Source: an optimization exercise on an open RTL-to-GDS flow (aim: small area). Production flows keep margins and buffers that such runs may drop.
In this exercise RTL edits were held to simulation tests only and were not proved equivalent to the original.

try-raven:
==> flow/design.v <==
module video_uut (
    input  wire         clk_i,             
    input  wire         rst_i,             
    input  wire         cen_i,             
    input  wire         vid_sel_i,         
    input  wire [19:0]  vdat_bars_i,       
    input  wire [19:0]  vdat_colour_i,     
    input  wire [3:0]   fvht_i,            
    output wire [3:0]   fvht_o,            
    output wire [19:0]  video_o            
);
reg [3:0]  fvht_d1;       
reg [19:0] vid_d1;        
reg [9:0]  h2_ofs;
reg [9:0]  v2_ofs;
reg [9:0]  h_counter;     
reg [9:0]  v_ofs;
reg [15:0] slow_counter;
reg [9:0]  sq_ofs;
reg        sq_leg;
reg        flip;
wire H_IN  = fvht_i[1];
wire V_IN  = fvht_i[2];
wire H_DLY = fvht_d1[1];
wire V_DLY = fvht_d1[2];
wire H_POS = H_IN & ~H_DLY;
wire H_NEG = ~H_IN & H_DLY;
wire V_POS = V_IN & ~V_DLY;
wire in_shape  = h2_ofs[9] & (h2_ofs[8:0] < 9'd200) &
                 v2_ofs[9] & (v2_ofs[8:0] < 9'd200);
wire shape_top = v2_ofs[8:0] < 9'd20;
wire [9:0] sq_along = sq_leg ? v_ofs : h_counter;
wire [9:0] sq_diff  = sq_ofs - sq_along;
wire in_square = (sq_diff < 10'd20) &&
                 (sq_leg ? (h_counter >= 10'd1004)
                         : (~v_ofs[9] & (v_ofs[7:0] < 8'd20)));        
wire in_box = (h_counter >= 10'd100) && (h_counter < 10'd150) &&
              ~v_ofs[9] && (v_ofs[7:0] >= 8'd50) && (v_ofs[7:0] < 8'd80);  
wire h2_clr  = cen_i & H_NEG;
wire v2_set  = cen_i & H_POS & V_POS;
wire v2_inc  = cen_i & H_POS;
wire r_inc   = cen_i & ~in_shape;             
wire v_inc   = r_inc & (&h_counter);          
wire v_wrap  = v_inc & (&v_ofs);              
wire sq_step = cen_i & (&slow_counter);       
wire sq_end  = sq_step & (&sq_ofs);           
always @(posedge clk_i) begin
    if (rst_i | h2_clr) h2_ofs <= 10'd12;
    else                h2_ofs <= h2_ofs + {9'd0, cen_i};
    if (rst_i)       v2_ofs <= 10'd12;
    else if (v2_set) v2_ofs <= 10'd13;
    else             v2_ofs <= v2_ofs + {9'd0, v2_inc};
    if (rst_i) h_counter <= 0;
    else       h_counter <= h_counter + {9'd0, r_inc};
    if (rst_i | v_wrap) v_ofs <= 10'd256;
    else                v_ofs <= v_ofs + {9'd0, v_inc};
    if (rst_i) slow_counter <= 0;
    else       slow_counter <= slow_counter + {15'd0, cen_i};
    if (rst_i)       sq_ofs <= 10'd19;
    else if (sq_end) sq_ofs <= sq_leg ? 10'd1023 : 10'd275;
    else             sq_ofs <= sq_ofs + {9'd0, sq_step};
    if (rst_i)       sq_leg <= 1'b0;
    else if (sq_end) sq_leg <= 1'b1;
end
always @(posedge clk_i) begin
    if (rst_i) begin
        fvht_d1 <= 0;
        vid_d1  <= 0;
        flip    <= 0;
    end else if (cen_i) begin
        fvht_d1 <= fvht_i;
        if (in_shape) begin
            vid_d1 <= shape_top ? {10'h040, 10'h200} :
                      flip ? {10'h040, 10'h1b3} : {10'h040, 10'h350};
            flip <= ~flip;
        end else if (in_square || in_box)
            vid_d1 <= {10'h040, 10'h200};
        else
            vid_d1 <= vid_sel_i ? vdat_colour_i : vdat_bars_i;
    end
end
assign fvht_o  = fvht_d1;
assign video_o = vid_d1;
endmodule
export LEC_CHECK = 0
export CAP_MARGIN = 20
export CORE_MARGIN = 2
export CORE_UTILIZATION = 70
export PLACE_DENSITY = 0.8
export SLEW_MARGIN = 20
create_clock -name core_clock -period 5.0 [get_ports {clk_i}]
standard.sh (not shown) runs the stock make flow with config.mk's settings and CLKGATE_MAP_FILE= SYNTH_SCRIPT=/design/flow/synth_recipe.tcl, a recipe that flattens the netlist after the stock synthesis.
==> flow/flow/run.sh <==
#!/bin/bash
# Own layout flow: the standard synthesis, an area re-mapping of its
# combinational logic (flip-flops untouched, best of several ABC seeds),
# then the standard ORFS layout with smaller port and clock-tree buffers.
set -euo pipefail
W=$(pwd)
R=$W/orfs/results/$FLOW_PLATFORM/video_uut/base
PLAT=$FLOW_HOME/platforms/$FLOW_PLATFORM
LIB=$PLAT/lib/sky130_fd_sc_hd__tt_025C_1v80.lib

bash standard.sh synth > $W/log_synth.log 2>&1
cp $R/1_2_yosys.v $W/std_1_2_yosys.v

DU=$(sed -n '/^export DONT_USE_CELLS += /,/^#/p' $PLAT/config.mk | grep -o 'sky130_fd_sc_hd__[a-z0-9_]*' | tr '\n' ' ')
best=""; best_area=""
run_seed() {
  local S=$1
  mkdir -p $W/resyn_$S
  sed -e "s/@T@/${RESYN_T:-150}/" -e "s/@S@/$S/" $W/flow/resyn_abc.in > $W/resyn_$S/resyn.abc
  DONT_USE_CELLS="$DU" RESYN_LIB=$LIB RESYN_IN=$W/std_1_2_yosys.v \
    RESYN_OUT=$W/resyn_$S/resyn.v RESYN_ABC=$W/resyn_$S/resyn.abc RESYN_DIR=$W/resyn_$S FLOW_TOP=$FLOW_TOP \
    yosys -c $W/flow/resyn.tcl > $W/log_resyn_$S.log 2>&1 || true
}
for S in 1 2 3 4; do run_seed $S & done
wait
for S in 5 6 7 8; do run_seed $S & done
wait
for S in 1 2 3 4 5 6 7 8; do
  f=$W/resyn_$S/resyn_stat_after.txt
  [[ -f $W/resyn_$S/resyn.v && -f $f ]] || continue
  a=$(grep 'Chip area for' $f | tail -1 | awk '{print $NF}')
  echo "seed $S area $a" >> $W/log_resyn_pick.log
  if [[ -z "$best" ]] || awk "BEGIN{exit !($a < $best_area)}"; then best=$S; best_area=$a; fi
done
if [[ -n "$best" ]]; then
  echo "picked seed $best ($best_area)" >> $W/log_resyn_pick.log
  cp $W/resyn_$best/resyn.v $R/1_2_yosys.v
else
  echo "no re-mapping succeeded; keeping the standard netlist" >> $W/log_resyn_pick.log
fi
rm -f $R/1_synth.odb

export BUFFER_PORTS_ARGS="-buffer_cell sky130_fd_sc_hd__buf_1"
export CTS_ARGS="-sink_clustering_enable -repair_clock_nets -buf_list sky130_fd_sc_hd__clkbuf_8 -dont_use_dummy_load"
bash standard.sh finish > $W/log_layout.log 2>&1
Other scripts of this flow, unchanged in this note and not shown: flow/flow/resyn.tcl, flow/flow/resyn_abc.in
The inputs of try-violet differ from those of try-raven as listed below.
Settings: CORE_UTILIZATION changed from 70 to 40; PLACE_DENSITY changed from 0.8 to 0.6.
-- flow/flow/run.sh --
<<< try-raven, line 15
best=""; best_area=""
run_seed() {
  local S=$1
  mkdir -p $W/resyn_$S
  sed -e "s/@T@/${RESYN_T:-150}/" -e "s/@S@/$S/" $W/flow/resyn_abc.in > $W/resyn_$S/resyn.abc
  DONT_USE_CELLS="$DU" RESYN_LIB=$LIB RESYN_IN=$W/std_1_2_yosys.v \
    RESYN_OUT=$W/resyn_$S/resyn.v RESYN_ABC=$W/resyn_$S/resyn.abc RESYN_DIR=$W/resyn_$S FLOW_TOP=$FLOW_TOP \
    yosys -c $W/flow/resyn.tcl > $W/log_resyn_$S.log 2>&1 || true
}
for S in 1 2 3 4; do run_seed $S & done
wait
for S in 5 6 7 8; do run_seed $S & done
wait
for S in 1 2 3 4 5 6 7 8; do
  f=$W/resyn_$S/resyn_stat_after.txt
>>> try-violet, line 15
best=""; best_area=""
for S in 1 2 3 4; do
  mkdir -p $W/resyn_$S
  sed -e "s/@T@/${RESYN_T:-150}/" -e "s/@S@/$S/" $W/flow/resyn_abc.in > $W/resyn_$S/resyn.abc
  ( DONT_USE_CELLS="$DU" RESYN_LIB=$LIB RESYN_IN=$W/std_1_2_yosys.v \
    RESYN_OUT=$W/resyn_$S/resyn.v RESYN_ABC=$W/resyn_$S/resyn.abc RESYN_DIR=$W/resyn_$S FLOW_TOP=$FLOW_TOP \
    yosys -c $W/flow/resyn.tcl > $W/log_resyn_$S.log 2>&1 || true ) &
done
wait
for S in 1 2 3 4; do
  f=$W/resyn_$S/resyn_stat_after.txt
## What came out
- try-violet: full flow OK, the timing, design-rule and antenna checks passed
- Time the final worst path needs with I/O delays and setup came out lower on try-violet than on try-raven.
- Slew at the pin closest to its max-slew limit: try-violet vs try-raven up 0.030 ns
- Compared with try-raven, try-violet shows core area higher by 0.0040 mm^2.
- Summary of the comparison: non-clock buffer count is higher in try-violet, relative to try-raven.
- The lower post-route fraction of the period consumed by the critical path came out of try-violet.
- try-violet leaves more setup margin than try-raven.
- Diff try-raven..try-violet | worst slack on hold paths | negligible
- Count of mapped cells out of synthesis: try-violet vs try-raven identical
- Relative to try-raven, the first-iteration DRC count measured on try-violet has decreased by more than half.

[afterwards: timing with drivers on the ports]
In the flow no input, the clock included, has a driving cell. The finished layouts below were timed again as built, in two steps. Step 1 sets driving cells, clkbuf_16 on the clock port and buf_2 on the other inputs (assumed; they add their load-dependent delay and slew). Step 2 times the ports against the registers' clock, not the clock port: input delays grow and output delays shrink by t, the midpoint of the rising clock arrivals with the driver on. Slacks: no drivers / after step 1 / after step 2; pairs: no drivers / after step 1.
| run | shift t [ns] | setup slack, ns | hold WS [ns] | clock arrival spread, ns | worst slew at a driven data input, ns |
|---|---|---|---|---|---|
| try-raven | 0.373 | 0.404 / 0.404 / 0.031 | 0.438 / 0.438 / 0.438 | 0.022 / 0.021 | 0.04 |
| try-violet | 0.382 | 0.459 / 0.470 / 0.088 | 0.440 / 0.440 / 0.440 | 0.032 / 0.033 | 0.05 |
After both steps every run listed still meets setup and hold. The setup slack of try-raven, which loses most, moves by 0.000 ns with the drivers and by -0.373 ns with both steps.
